Background: an optimization exercise with open tools, aiming at a short achievable clock period and few clock cycles. Do not read the settings as production practice. Function was checked by simulation only, so behaviour that the tests miss may differ from the original. Power is estimated from default activity; no workload was simulated.

==> v1 <==
Design riscv, start of the top module:
module riscv (
    input wire clk,
    input wire rst,   
    input  wire [31:0] inst_i,
    output wire [31:0] inst_addr_o,
    output wire        inst_ce_o,
    input  wire [31:0] data_i,
    output wire        data_we_o,
    output wire        data_ce_o,
    output wire [31:0] data_addr_o,
    output wire [31:0] data_o
);
==> flow/config.mk <==
export PLATFORM = sky130hd
export DESIGN_NAME = riscv
export DESIGN_NICKNAME = riscv
export VERILOG_FILES = /design/flow/design.v
export SDC_FILE = /design/flow/constraint.sdc
export NUM_CORES = 4
export LEC_CHECK = 0
export ABC_CLOCK_PERIOD_IN_PS = 2500
export CAP_MARGIN = 20
export CORE_MARGIN = 2
export CORE_UTILIZATION = 40
export SETUP_SLACK_MARGIN = 5
export SLEW_MARGIN = 20
==> flow/constraint.sdc <==
create_clock -name core_clock -period 8.0 [get_ports {clk}]
set_input_delay 1.6000 -clock core_clock [delete_from_list [all_inputs] [get_ports {clk}]]
set_output_delay 1.6000 -clock core_clock [all_outputs]
set_load 0.01 [all_outputs]
run.sh (not shown) runs the stock make flow with config.mk's settings and CLKGATE_MAP_FILE= SYNTH_SCRIPT=/design/flow/synth_recipe.tcl, a recipe that flattens the netlist after the stock synthesis.
==> v28: changes against v1 <==
--- a/flow/design.v
+++ b/flow/design.v
@@ -25,15 +25,14 @@
     reg         d_fpred;              
     reg         d_bnop, d_bskip;      
     reg         x_valid;
     reg         x_wen, x_load, x_store, x_br, x_jalr, x_pred, x_skip;
     reg  [4:0]  x_rd;
     reg  [31:0] x_a, x_b, x_s, x_pre, x_alt;
     reg         x_fa, x_fb, x_fs;     
-    reg         x_rz, x_rzv;          
     reg         x_faa, x_fba, x_fac, x_fbc;   
     reg  [10:0] x_alu;
     reg  [5:0]  x_bf;
     reg         m_wen, m_load, m_store, m_ce;
     reg  [4:0]  m_rd;
     reg  [31:0] m_res, m_sdata;
     reg         w_wen;
@@ -114,31 +113,16 @@
     wire [31:0] rs2_val = (m_wen && m_rd == d_rs2) ? wb_data :
                           (w_wen && w_rd == d_rs2) ? w_data :
                           (v_wen && v_rd == d_rs2) ? v_data : d_r2;
     wire load_use = d_valid && x_valid && x_load &&
                     ((d_use1 && x_rd == d_rs1) || (d_use2 && x_rd == d_rs2));
     wire jr_early = d_jalr && x_valid && x_wen && x_alu[A_PRE] && x_rd == d_rs1;
     wire [31:0] jr_sum = x_pre + d_immalu;
-    wire e_dep1 = x_valid && x_wen && !x_load && x_rd == d_rs1;
-    wire e_dep2 = x_valid && x_wen && !x_load && x_rd == d_rs2;
-    wire e_ok   = d_br && (d_bf[B_EQ] | d_bf[B_NE]) && !d_bnop && !d_bskip && x_rzv &&
-                  ((e_dep1 && d_rs2 == 5'd0) || (e_dep2 && d_rs1 == 5'd0));
-    wire e_mis  = e_ok && ((d_bf[B_EQ] ? x_rz : ~x_rz) ^ d_pred);
-    wire d_redir  = d_valid && !load_use && (jr_early || (d_pred && !d_fpred) || e_mis);
-    wire [31:0] d_rtarget = jr_early ? {jr_sum[31:1], 1'b0} :
-                            ((d_pred ^ e_mis) ? d_target : d_pc4);
-    function sum_is_zero;
-        input [31:0] za, zb;
-        reg   [31:0] c, m;
-        begin
-            c = za ^ zb;
-            m = (za & zb) | (za & c) | (zb & c);
-            sum_is_zero = !c[0] && (c[31:1] == m[30:0]);
-        end
-    endfunction
+    wire d_redir  = d_valid && !load_use && (jr_early || (d_pred && !d_fpred));
+    wire [31:0] d_rtarget = jr_early ? {jr_sum[31:1], 1'b0} : (d_pred ? d_target : d_pc4);
     wire [31:0] a = x_fa ? m_res : x_a;
     wire [31:0] b = x_fb ? m_res : x_b;
     wire [31:0] s = x_fs ? m_res : x_s;
     wire [31:0] aa = x_faa ? m_res : x_a;      
     wire [31:0] ba = x_fba ? m_res : x_b;
     wire [31:0] ac = x_fac ? m_res : x_a;      
     wire [31:0] bc = x_fbc ? m_res : x_b;
@@ -253,17 +237,15 @@
     end
     wire fwd_ok = x_valid && x_wen && !x_load;
     wire skip_ok = d_bskip && !(f_jal || (f_br && fi[31]));
     always @(posedge clk) begin
         x_wen   <= d_wen;
         x_load  <= d_load;
         x_store <= d_store;
-        x_br    <= d_br & !d_bnop & !skip_ok & !e_ok;
-        x_rz    <= sum_is_zero(rs1_val, d_useimm ? d_immalu : rs2_val);
-        x_rzv   <= d_alu[A_ADD] && !(fwd_ok && (x_rd == d_rs1 || (x_rd == d_rs2 && !d_useimm)));
+        x_br    <= d_br & !d_bnop & !skip_ok;
         x_skip  <= skip_ok;
         x_jalr  <= d_jalr & !jr_early;
         x_pred  <= d_pred;
         x_rd    <= d_rd;
         x_a     <= rs1_val;
         x_b     <= d_useimm ? d_immalu : rs2_val;
         x_s     <= rs2_val;
==> v30: changes against v1 <==
--- a/flow/design.v
+++ b/flow/design.v
@@ -26,18 +26,21 @@
     reg         d_bnop, d_bskip;      
     reg         x_valid;
     reg         x_wen, x_load, x_store, x_br, x_jalr, x_pred, x_skip;
     reg  [4:0]  x_rd;
     reg  [31:0] x_a, x_b, x_s, x_pre, x_alt;
     reg         x_fa, x_fb, x_fs;     
     reg         x_rz, x_rzv;          
+    reg         d_dep1, d_nm1, d_nml1, d_nw1, d_nv1;
     reg         x_faa, x_fba, x_fac, x_fbc;   
     reg  [10:0] x_alu;
-    reg  [5:0]  x_bf;
+    reg  [5:0]  x_bm;                 
     reg         m_wen, m_load, m_store, m_ce;
+    reg         m_jr;                 
+    reg  [31:0] m_jtgt;
     reg  [4:0]  m_rd;
     reg  [31:0] m_res, m_sdata;
     reg         w_wen;
     reg  [4:0]  w_rd;
     reg  [31:0] w_data;
     reg         v_wen;
     reg  [4:0]  v_rd;
@@ -114,14 +117,26 @@
     wire [31:0] rs2_val = (m_wen && m_rd == d_rs2) ? wb_data :
                           (w_wen && w_rd == d_rs2) ? w_data :
                           (v_wen && v_rd == d_rs2) ? v_data : d_r2;
     wire load_use = d_valid && x_valid && x_load &&
                     ((d_use1 && x_rd == d_rs1) || (d_use2 && x_rd == d_rs2));
     wire jr_early = d_jalr && x_valid && x_wen && x_alu[A_PRE] && x_rd == d_rs1;
     wire [31:0] jr_sum = x_pre + d_immalu;
+    wire [31:0] rs1_nl = (m_wen && !m_load && m_rd == d_rs1) ? m_res :
+                         (w_wen && w_rd == d_rs1) ? w_data :
+                         (v_wen && v_rd == d_rs1) ? v_data : d_r1;
+    wire [31:0] rs2_nl = (m_wen && !m_load && m_rd == d_rs2) ? m_res :
+                         (w_wen && w_rd == d_rs2) ? w_data :
+                         (v_wen && v_rd == d_rs2) ? v_data : d_r2;
+    wire z_m  = sum_is_zero(m_res, d_immalu);
+    wire z_w  = sum_is_zero(w_data, d_immalu);
+    wire z_v  = sum_is_zero(v_data, d_immalu);
+    wire z_r  = sum_is_zero(d_r1, d_immalu);
+    wire d_z  = d_nm1 ? z_m : (d_nw1 ? z_w : (d_nv1 ? z_v : z_r));
+    wire d_zv = d_valid && d_opimm && d_alu[A_ADD] && d_wen && !d_dep1 && !d_nml1;
     wire e_dep1 = x_valid && x_wen && !x_load && x_rd == d_rs1;
     wire e_dep2 = x_valid && x_wen && !x_load && x_rd == d_rs2;
     wire e_ok   = d_br && (d_bf[B_EQ] | d_bf[B_NE]) && !d_bnop && !d_bskip && x_rzv &&
                   ((e_dep1 && d_rs2 == 5'd0) || (e_dep2 && d_rs1 == 5'd0));
     wire e_mis  = e_ok && ((d_bf[B_EQ] ? x_rz : ~x_rz) ^ d_pred);
     wire d_redir  = d_valid && !load_use && (jr_early || (d_pred && !d_fpred) || e_mis);
     wire [31:0] d_rtarget = jr_early ? {jr_sum[31:1], 1'b0} :
@@ -143,16 +158,16 @@
     wire [31:0] ac = x_fac ? m_res : x_a;      
     wire [31:0] bc = x_fbc ? m_res : x_b;
     wire [31:0] sum = aa + ba;
     wire [31:0] dif = ac - bc;
     wire        ltu = ac < bc;
     wire        lt  = (ac[31] ^ bc[31]) ? ac[31] : ltu;
     wire        eq  = ac == bc;
-    wire taken = (x_bf[B_EQ] & eq) | (x_bf[B_NE] & ~eq) | (x_bf[B_LT] & lt) |
-                 (x_bf[B_GE] & ~lt) | (x_bf[B_LTU] & ltu) | (x_bf[B_GEU] & ~ltu);
+    wire wrong = (x_bm[B_EQ] & eq) | (x_bm[B_NE] & ~eq) | (x_bm[B_LT] & lt) |
+                 (x_bm[B_GE] & ~lt) | (x_bm[B_LTU] & ltu) | (x_bm[B_GEU] & ~ltu);
     wire signed [31:0] a_s = a;
     wire [31:0] shl = a << b[4:0];
     wire [31:0] shr = a >> b[4:0];
     wire [31:0] sha = a_s >>> b[4:0];
     wire [31:0] result =
         ({32{x_alu[A_ADD]}}  & sum) |
         ({32{x_alu[A_SUB]}}  & dif) |
@@ -161,58 +176,72 @@
         ({32{x_alu[A_SLTU]}} & {31'd0, ltu}) |
         ({32{x_alu[A_XOR]}}  & (a ^ b)) |
         ({32{x_alu[A_SRL]}}  & shr) |
         ({32{x_alu[A_SRA]}}  & sha) |
         ({32{x_alu[A_OR]}}   & (a | b)) |
         ({32{x_alu[A_AND]}}  & (a & b)) |
         ({32{x_alu[A_PRE]}}  & x_pre);
-    wire x_mispred = x_valid & x_br & (taken ^ x_pred);
-    wire x_kill    = x_valid & x_skip & taken;    
-    wire x_jr      = x_valid & x_jalr;
-    wire x_redir   = x_mispred | x_jr;
-    wire [31:0] x_target = x_jalr ? {sum[31:1], 1'b0} : x_alt;
+    wire x_mispred = x_valid & x_br & wrong;
+    wire x_kill    = x_valid & x_skip & wrong;    
+    wire x_jr      = x_valid & x_jalr & !m_jr;
+    wire x_redir   = x_mispred;
+    wire [31:0] x_target = x_alt;
     assign inst_addr_o = f_pc;
     assign inst_ce_o   = f_run;
     wire [31:0] f_pc4  = f_pc + 32'd4;
     wire        f_isgn  = fi[31];
     wire [8:0]  f_jlo   = {1'b0, f_pc[7:0]} + {1'b0, fimm_j[7:0]};
     wire [8:0]  f_blo   = {1'b0, f_pc[7:0]} + {1'b0, fimm_b[7:0]};
     wire        f_jnear = fimm_j[20:8] == {13{f_isgn}} && f_jlo[8] == f_isgn;
     wire        f_bnear = fimm_b[12:8] == {5{f_isgn}} && f_blo[8] == f_isgn;
     wire        f_jp    = f_jal & f_jnear;
-    wire        f_bp    = f_br & f_isgn & f_bnear;
+    wire        f_zsel  = f_br && (ff3 == 3'b000 || ff3 == 3'b001) && d_zv &&
+                          ((frs2 == 5'd0 && frs1 == d_rd) || (frs1 == 5'd0 && frs2 == d_rd));
+    wire        f_exit  = f_zsel && ((ff3 == 3'b000) ? !d_z : d_z);
+    wire        f_bp    = f_br & f_isgn & f_bnear & !f_exit;
     wire        f_fpred = f_jp | f_bp;
     wire [31:0] f_btgt  = {f_pc[31:8], f_jal ? f_jlo[7:0] : f_blo[7:0]};
     always @(posedge clk or posedge rst) begin
         if (rst) begin
             f_pc  <= 32'd0;
             f_run <= 1'b0;
         end else begin
             f_run <= 1'b1;
-            if (x_redir)
+            if (m_jr)
+                f_pc <= m_jtgt;
+            else if (x_redir)
                 f_pc <= x_target;
             else if (load_use || !f_run)
                 f_pc <= f_pc;
             else if (d_redir)
                 f_pc <= d_rtarget;
             else if (f_fpred)
                 f_pc <= f_btgt;
             else
                 f_pc <= f_pc4;
         end
     end
     always @(posedge clk or posedge rst) begin
         if (rst) begin
             d_valid <= 1'b0;
-        end else if (x_redir) begin
+        end else if (m_jr || x_redir) begin
             d_valid <= 1'b0;
         end else if (!load_use) begin
             d_valid <= f_run && !d_redir;
         end
     end
+    wire [4:0] n_rs1 = load_use ? d_rs1 : frs1;
+    wire       n_xw  = d_valid && !load_use && !x_kill && d_wen && !d_load;
+    always @(posedge clk) begin
+        d_dep1 <= n_xw && d_rd == frs1;
+        d_nm1  <= x_valid && x_wen && !x_load && x_rd == n_rs1;
+        d_nml1 <= x_valid && x_wen && x_load && x_rd == n_rs1;
+        d_nw1  <= m_wen && m_rd == n_rs1;
+        d_nv1  <= w_wen && w_rd == n_rs1;
+    end
     always @(posedge clk) begin
         if (load_use) begin
             d_r1 <= rs1_val;
             d_r2 <= rs2_val;
         end else begin
             d_rs1    <= frs1;
             d_rs2    <= frs2;
@@ -232,38 +261,39 @@
             d_auipc  <= f_auipc;
             d_jal    <= f_jal;
             d_jalr   <= f_jalr;
             d_use1   <= f_arith | f_load | f_store | f_br | f_jalr;
             d_use2   <= f_op | f_store | f_br;
             d_useimm <= f_opimm | f_load | f_store | f_jalr;
             d_wen    <= (f_arith | f_load | f_lui | f_auipc | f_jal | f_jalr) && frd != 5'd0;
-            d_pred   <= f_jal | (f_br & fi[31]);
+            d_pred   <= f_jal | (f_br & fi[31] & !f_exit);
             d_alu    <= f_alu;
             d_bf     <= f_bf;
             d_fpred  <= f_fpred;
             d_bnop   <= f_br & fimm_b == 32'd4;
             d_bskip  <= f_br & fimm_b == 32'd8;
         end
     end
     always @(posedge clk or posedge rst) begin
         if (rst) begin
             x_valid <= 1'b0;
         end else begin
-            x_valid <= d_valid && !load_use && !x_redir && !x_kill;
+            x_valid <= d_valid && !load_use && !x_redir && !x_kill && !m_jr;
         end
     end
     wire fwd_ok = x_valid && x_wen && !x_load;
     wire skip_ok = d_bskip && !(f_jal || (f_br && fi[31]));
     always @(posedge clk) begin
         x_wen   <= d_wen;
         x_load  <= d_load;
         x_store <= d_store;
         x_br    <= d_br & !d_bnop & !skip_ok & !e_ok;
-        x_rz    <= sum_is_zero(rs1_val, d_useimm ? d_immalu : rs2_val);
-        x_rzv   <= d_alu[A_ADD] && !(fwd_ok && (x_rd == d_rs1 || (x_rd == d_rs2 && !d_useimm)));
+        x_rz    <= sum_is_zero(rs1_nl, d_useimm ? d_immalu : rs2_nl);
+        x_rzv   <= d_alu[A_ADD] && !(fwd_ok && (x_rd == d_rs1 || (x_rd == d_rs2 && !d_useimm))) &&
+                   !(m_load && m_wen && (m_rd == d_rs1 || (m_rd == d_rs2 && !d_useimm)));
         x_skip  <= skip_ok;
         x_jalr  <= d_jalr & !jr_early;
         x_pred  <= d_pred;
         x_rd    <= d_rd;
         x_a     <= rs1_val;
         x_b     <= d_useimm ? d_immalu : rs2_val;
         x_s     <= rs2_val;
@@ -273,21 +303,24 @@
         x_fb    <= fwd_ok && x_rd == d_rs2 && !d_useimm;
         x_faa   <= fwd_ok && x_rd == d_rs1 && (d_alu[A_ADD] | d_jalr);
         x_fba   <= fwd_ok && x_rd == d_rs2 && !d_useimm && (d_alu[A_ADD] | d_jalr);
         x_fac   <= fwd_ok && x_rd == d_rs1 && (d_alu[A_SUB] | d_alu[A_SLT] | d_alu[A_SLTU] | d_br);
         x_fbc   <= fwd_ok && x_rd == d_rs2 && !d_useimm && (d_alu[A_SUB] | d_alu[A_SLT] | d_alu[A_SLTU] | d_br);
         x_fs    <= fwd_ok && x_rd == d_rs2;
         x_alu   <= d_alu;
-        x_bf    <= d_bf;
+        x_bm    <= d_pred ? {d_bf[B_LTU], d_bf[B_GEU], d_bf[B_LT], d_bf[B_GE],
+                                 d_bf[B_EQ], d_bf[B_NE]} : d_bf;
     end
     always @(posedge clk) begin
-        m_wen   <= x_valid & x_wen;
-        m_load  <= x_valid & x_load;
-        m_store <= x_valid & x_store;
-        m_ce    <= x_valid & (x_load | x_store);
+        m_wen   <= x_valid & !m_jr & x_wen;
+        m_load  <= x_valid & !m_jr & x_load;
+        m_store <= x_valid & !m_jr & x_store;
+        m_ce    <= x_valid & !m_jr & (x_load | x_store);
+        m_jr    <= x_jr;
+        m_jtgt  <= {sum[31:1], 1'b0};
     end
     always @(posedge clk) begin
         m_rd    <= x_rd;
         m_res   <= result;
         m_sdata <= s;
     end
 endmodule
==> v22: changes against v1 <==
--- a/flow/design.v
+++ b/flow/design.v
@@ -26,17 +26,19 @@
     reg         d_bnop, d_bskip;      
     reg         x_valid;
     reg         x_wen, x_load, x_store, x_br, x_jalr, x_pred, x_skip;
     reg  [4:0]  x_rd;
     reg  [31:0] x_a, x_b, x_s, x_pre, x_alt;
     reg         x_fa, x_fb, x_fs;     
     reg         x_rz, x_rzv;          
-    reg         x_faa, x_fba, x_fac, x_fbc;   
+    reg         x_faa, x_fba;         
+    reg         x_fac, x_fbc;         
+    reg         x_fas, x_fbs;         
     reg  [10:0] x_alu;
-    reg  [5:0]  x_bf;
+    reg  [5:0]  x_bm;                 
     reg         m_wen, m_load, m_store, m_ce;
     reg  [4:0]  m_rd;
     reg  [31:0] m_res, m_sdata;
     reg         w_wen;
     reg  [4:0]  w_rd;
     reg  [31:0] w_data;
     reg         v_wen;
@@ -114,14 +116,20 @@
     wire [31:0] rs2_val = (m_wen && m_rd == d_rs2) ? wb_data :
                           (w_wen && w_rd == d_rs2) ? w_data :
                           (v_wen && v_rd == d_rs2) ? v_data : d_r2;
     wire load_use = d_valid && x_valid && x_load &&
                     ((d_use1 && x_rd == d_rs1) || (d_use2 && x_rd == d_rs2));
     wire jr_early = d_jalr && x_valid && x_wen && x_alu[A_PRE] && x_rd == d_rs1;
     wire [31:0] jr_sum = x_pre + d_immalu;
+    wire [31:0] rs1_nl = (m_wen && !m_load && m_rd == d_rs1) ? m_res :
+                         (w_wen && w_rd == d_rs1) ? w_data :
+                         (v_wen && v_rd == d_rs1) ? v_data : d_r1;
+    wire [31:0] rs2_nl = (m_wen && !m_load && m_rd == d_rs2) ? m_res :
+                         (w_wen && w_rd == d_rs2) ? w_data :
+                         (v_wen && v_rd == d_rs2) ? v_data : d_r2;
     wire e_dep1 = x_valid && x_wen && !x_load && x_rd == d_rs1;
     wire e_dep2 = x_valid && x_wen && !x_load && x_rd == d_rs2;
     wire e_ok   = d_br && (d_bf[B_EQ] | d_bf[B_NE]) && !d_bnop && !d_bskip && x_rzv &&
                   ((e_dep1 && d_rs2 == 5'd0) || (e_dep2 && d_rs1 == 5'd0));
     wire e_mis  = e_ok && ((d_bf[B_EQ] ? x_rz : ~x_rz) ^ d_pred);
     wire d_redir  = d_valid && !load_use && (jr_early || (d_pred && !d_fpred) || e_mis);
     wire [31:0] d_rtarget = jr_early ? {jr_sum[31:1], 1'b0} :
@@ -138,39 +146,43 @@
     wire [31:0] a = x_fa ? m_res : x_a;
     wire [31:0] b = x_fb ? m_res : x_b;
     wire [31:0] s = x_fs ? m_res : x_s;
     wire [31:0] aa = x_faa ? m_res : x_a;      
     wire [31:0] ba = x_fba ? m_res : x_b;
     wire [31:0] ac = x_fac ? m_res : x_a;      
     wire [31:0] bc = x_fbc ? m_res : x_b;
+    wire [31:0] as = x_fas ? m_res : x_a;      
+    wire [31:0] bs = x_fbs ? m_res : x_b;
     wire [31:0] sum = aa + ba;
-    wire [31:0] dif = ac - bc;
+    wire [31:0] dif = as - bs;
+    wire        sltu_r = as < bs;
+    wire        slt_r  = (as[31] ^ bs[31]) ? as[31] : sltu_r;
     wire        ltu = ac < bc;
     wire        lt  = (ac[31] ^ bc[31]) ? ac[31] : ltu;
     wire        eq  = ac == bc;
-    wire taken = (x_bf[B_EQ] & eq) | (x_bf[B_NE] & ~eq) | (x_bf[B_LT] & lt) |
-                 (x_bf[B_GE] & ~lt) | (x_bf[B_LTU] & ltu) | (x_bf[B_GEU] & ~ltu);
+    wire wrong = (x_bm[B_EQ] & eq) | (x_bm[B_NE] & ~eq) | (x_bm[B_LT] & lt) |
+                 (x_bm[B_GE] & ~lt) | (x_bm[B_LTU] & ltu) | (x_bm[B_GEU] & ~ltu);
     wire signed [31:0] a_s = a;
     wire [31:0] shl = a << b[4:0];
     wire [31:0] shr = a >> b[4:0];
     wire [31:0] sha = a_s >>> b[4:0];
     wire [31:0] result =
         ({32{x_alu[A_ADD]}}  & sum) |
         ({32{x_alu[A_SUB]}}  & dif) |
         ({32{x_alu[A_SLL]}}  & shl) |
-        ({32{x_alu[A_SLT]}}  & {31'd0, lt}) |
-        ({32{x_alu[A_SLTU]}} & {31'd0, ltu}) |
+        ({32{x_alu[A_SLT]}}  & {31'd0, slt_r}) |
+        ({32{x_alu[A_SLTU]}} & {31'd0, sltu_r}) |
         ({32{x_alu[A_XOR]}}  & (a ^ b)) |
         ({32{x_alu[A_SRL]}}  & shr) |
         ({32{x_alu[A_SRA]}}  & sha) |
         ({32{x_alu[A_OR]}}   & (a | b)) |
         ({32{x_alu[A_AND]}}  & (a & b)) |
         ({32{x_alu[A_PRE]}}  & x_pre);
-    wire x_mispred = x_valid & x_br & (taken ^ x_pred);
-    wire x_kill    = x_valid & x_skip & taken;    
+    wire x_mispred = x_valid & x_br & wrong;
+    wire x_kill    = x_valid & x_skip & wrong;    
     wire x_jr      = x_valid & x_jalr;
     wire x_redir   = x_mispred | x_jr;
     wire [31:0] x_target = x_jalr ? {sum[31:1], 1'b0} : x_alt;
     assign inst_addr_o = f_pc;
     assign inst_ce_o   = f_run;
     wire [31:0] f_pc4  = f_pc + 32'd4;
     wire        f_isgn  = fi[31];
@@ -254,34 +266,38 @@
     wire fwd_ok = x_valid && x_wen && !x_load;
     wire skip_ok = d_bskip && !(f_jal || (f_br && fi[31]));
     always @(posedge clk) begin
         x_wen   <= d_wen;
         x_load  <= d_load;
         x_store <= d_store;
         x_br    <= d_br & !d_bnop & !skip_ok & !e_ok;
-        x_rz    <= sum_is_zero(rs1_val, d_useimm ? d_immalu : rs2_val);
-        x_rzv   <= d_alu[A_ADD] && !(fwd_ok && (x_rd == d_rs1 || (x_rd == d_rs2 && !d_useimm)));
+        x_rz    <= sum_is_zero(rs1_nl, d_useimm ? d_immalu : rs2_nl);
+        x_rzv   <= d_alu[A_ADD] && !(fwd_ok && (x_rd == d_rs1 || (x_rd == d_rs2 && !d_useimm))) &&
+                   !(m_load && m_wen && (m_rd == d_rs1 || (m_rd == d_rs2 && !d_useimm)));
         x_skip  <= skip_ok;
         x_jalr  <= d_jalr & !jr_early;
         x_pred  <= d_pred;
         x_rd    <= d_rd;
         x_a     <= rs1_val;
         x_b     <= d_useimm ? d_immalu : rs2_val;
         x_s     <= rs2_val;
         x_pre   <= d_lui ? d_immpc : (d_auipc ? d_auipc_val : d_pc4);
         x_alt   <= d_pred ? d_pc4 : d_target;
         x_fa    <= fwd_ok && x_rd == d_rs1;
         x_fb    <= fwd_ok && x_rd == d_rs2 && !d_useimm;
         x_faa   <= fwd_ok && x_rd == d_rs1 && (d_alu[A_ADD] | d_jalr);
         x_fba   <= fwd_ok && x_rd == d_rs2 && !d_useimm && (d_alu[A_ADD] | d_jalr);
-        x_fac   <= fwd_ok && x_rd == d_rs1 && (d_alu[A_SUB] | d_alu[A_SLT] | d_alu[A_SLTU] | d_br);
-        x_fbc   <= fwd_ok && x_rd == d_rs2 && !d_useimm && (d_alu[A_SUB] | d_alu[A_SLT] | d_alu[A_SLTU] | d_br);
+        x_fac   <= fwd_ok && x_rd == d_rs1 && d_br;
+        x_fbc   <= fwd_ok && x_rd == d_rs2 && d_br;
+        x_fas   <= fwd_ok && x_rd == d_rs1 && (d_alu[A_SUB] | d_alu[A_SLT] | d_alu[A_SLTU]);
+        x_fbs   <= fwd_ok && x_rd == d_rs2 && !d_useimm && (d_alu[A_SUB] | d_alu[A_SLT] | d_alu[A_SLTU]);
         x_fs    <= fwd_ok && x_rd == d_rs2;
         x_alu   <= d_alu;
-        x_bf    <= d_bf;
+        x_bm    <= d_pred ? {d_bf[B_LTU], d_bf[B_GEU], d_bf[B_LT], d_bf[B_GE],
+                                 d_bf[B_EQ], d_bf[B_NE]} : d_bf;
     end
     always @(posedge clk) begin
         m_wen   <= x_valid & x_wen;
         m_load  <= x_valid & x_load;
         m_store <= x_valid & x_store;
         m_ce    <= x_valid & (x_load | x_store);
     end
==> tab_implementation.tex <==
\begin{tabular}{lr}
\hline
Metric & Value \\
\hline
\multicolumn{2}{l}{\textbf{Layout}} \\
Share of cell area taken by multi-input logic gates & 0.400 \\
\multicolumn{2}{l}{\textbf{Synthesis}} \\
Number of enable-type register cells in the synthesized netlist & between 1000 and 1500 \\
\multicolumn{2}{l}{\textbf{Critical path}} \\
Max Fanout on Critical Path & 8 \\
\multicolumn{2}{l}{\textbf{Status}} \\
Status & finished clean \\
\hline
\end{tabular}
the above is filed under v1

==> tab_implementation.tex <==
\begin{tabular}{lr}
\hline
Metric & Value \\
\hline
\multicolumn{2}{l}{\textbf{Status}} \\
Status & finished clean \\
\multicolumn{2}{l}{\textbf{Synthesis}} \\
Number of enable-type register cells in the synthesized netlist & 1142 \\
Most used flip-flop cell after synthesis & sky130\_fd\_sc\_hd\_\_edfxtp\_1 \\
\multicolumn{2}{l}{\textbf{Critical path}} \\
Startpoint of the worst-slack reg-to-reg timing path & x\_fac\$\_DFF\_P\_ \\
\multicolumn{2}{l}{\textbf{Pwr}} \\
Comb pwr & roughly 6.2 mW \\
Total power per unit cell area & around 230 mW/mm\^{}2 \\
\multicolumn{2}{l}{\textbf{Route}} \\
Remaining routing DRC violations & 0 \\
\multicolumn{2}{l}{\textbf{GRT}} \\
Wire length of the first global-routing pass & approximately 460000 um \\
\hline
\end{tabular}
the above is filed under v22

==> tab_implementation.tex <==
\begin{tabular}{lr}
\hline
Metric & Value \\
\hline
\multicolumn{2}{l}{\textbf{Layout}} \\
Number of filler instances in the final layout & $\sim$17000 \\
Share of cell area taken by multi-input logic gates & 0.394 \\
Core Util, Final & 0.491 \\
\multicolumn{2}{l}{\textbf{Status}} \\
Status & finished clean \\
\hline
\end{tabular}
the above is filed under v28

==> tab_implementation.tex <==
\begin{tabular}{lr}
\hline
Metric & Value \\
\hline
\multicolumn{2}{l}{\textbf{Critical path}} \\
Max Fanout on Critical Path & 8 \\
\multicolumn{2}{l}{\textbf{Synthesis}} \\
Number of enable-type register cells in the synthesized netlist & 1138 \\
\multicolumn{2}{l}{\textbf{Pwr}} \\
Power, Total & about 26 mW \\
Net Sw Power & approximately 8.5 mW \\
\multicolumn{2}{l}{\textbf{Status}} \\
Status & finished clean \\
\hline
\end{tabular}
the above is filed under v30

Testbench counts of v1, summed over its fixed seeds: cycles 49,649.
Testbench counts of v28, summed over its fixed seeds: cycles 50,859.
Testbench counts of v30, summed over its fixed seeds: cycles 48,439.
Testbench counts of v22, summed over its fixed seeds: cycles 49,649.

==> re-timing with driven ports <==
In the flow no input, the clock included, has a driving cell. The finished layouts below were timed again as built, in two steps. Step 1: set_driving_cell puts a clkbuf_16 on clk and a buf_2 on each other input, an assumption about the parent block. Step 2 also shifts input and output timing later by t, the mid clock arrival at the registers, as if the neighbouring blocks saw the same clock. Three values: no drivers, after step 1, after step 2; two values: the first two.
run	t (ns)	setup slack, ns	latest minus earliest clock arrival (ns)
v1	0.934	3.840 / 3.840 / 3.254	0.055 / 0.054
v28	0.917	4.064 / 4.064 / 3.442	0.039 / 0.039
v30	0.952	3.859 / 3.859 / 2.912	0.079 / 0.079
v22	0.943	3.902 / 3.902 / 3.093	0.054 / 0.054
After both steps every run listed still meets setup and hold. The setup slack of v30, which loses most, moves by 0.000 ns with the drivers and by -0.947 ns with both steps.
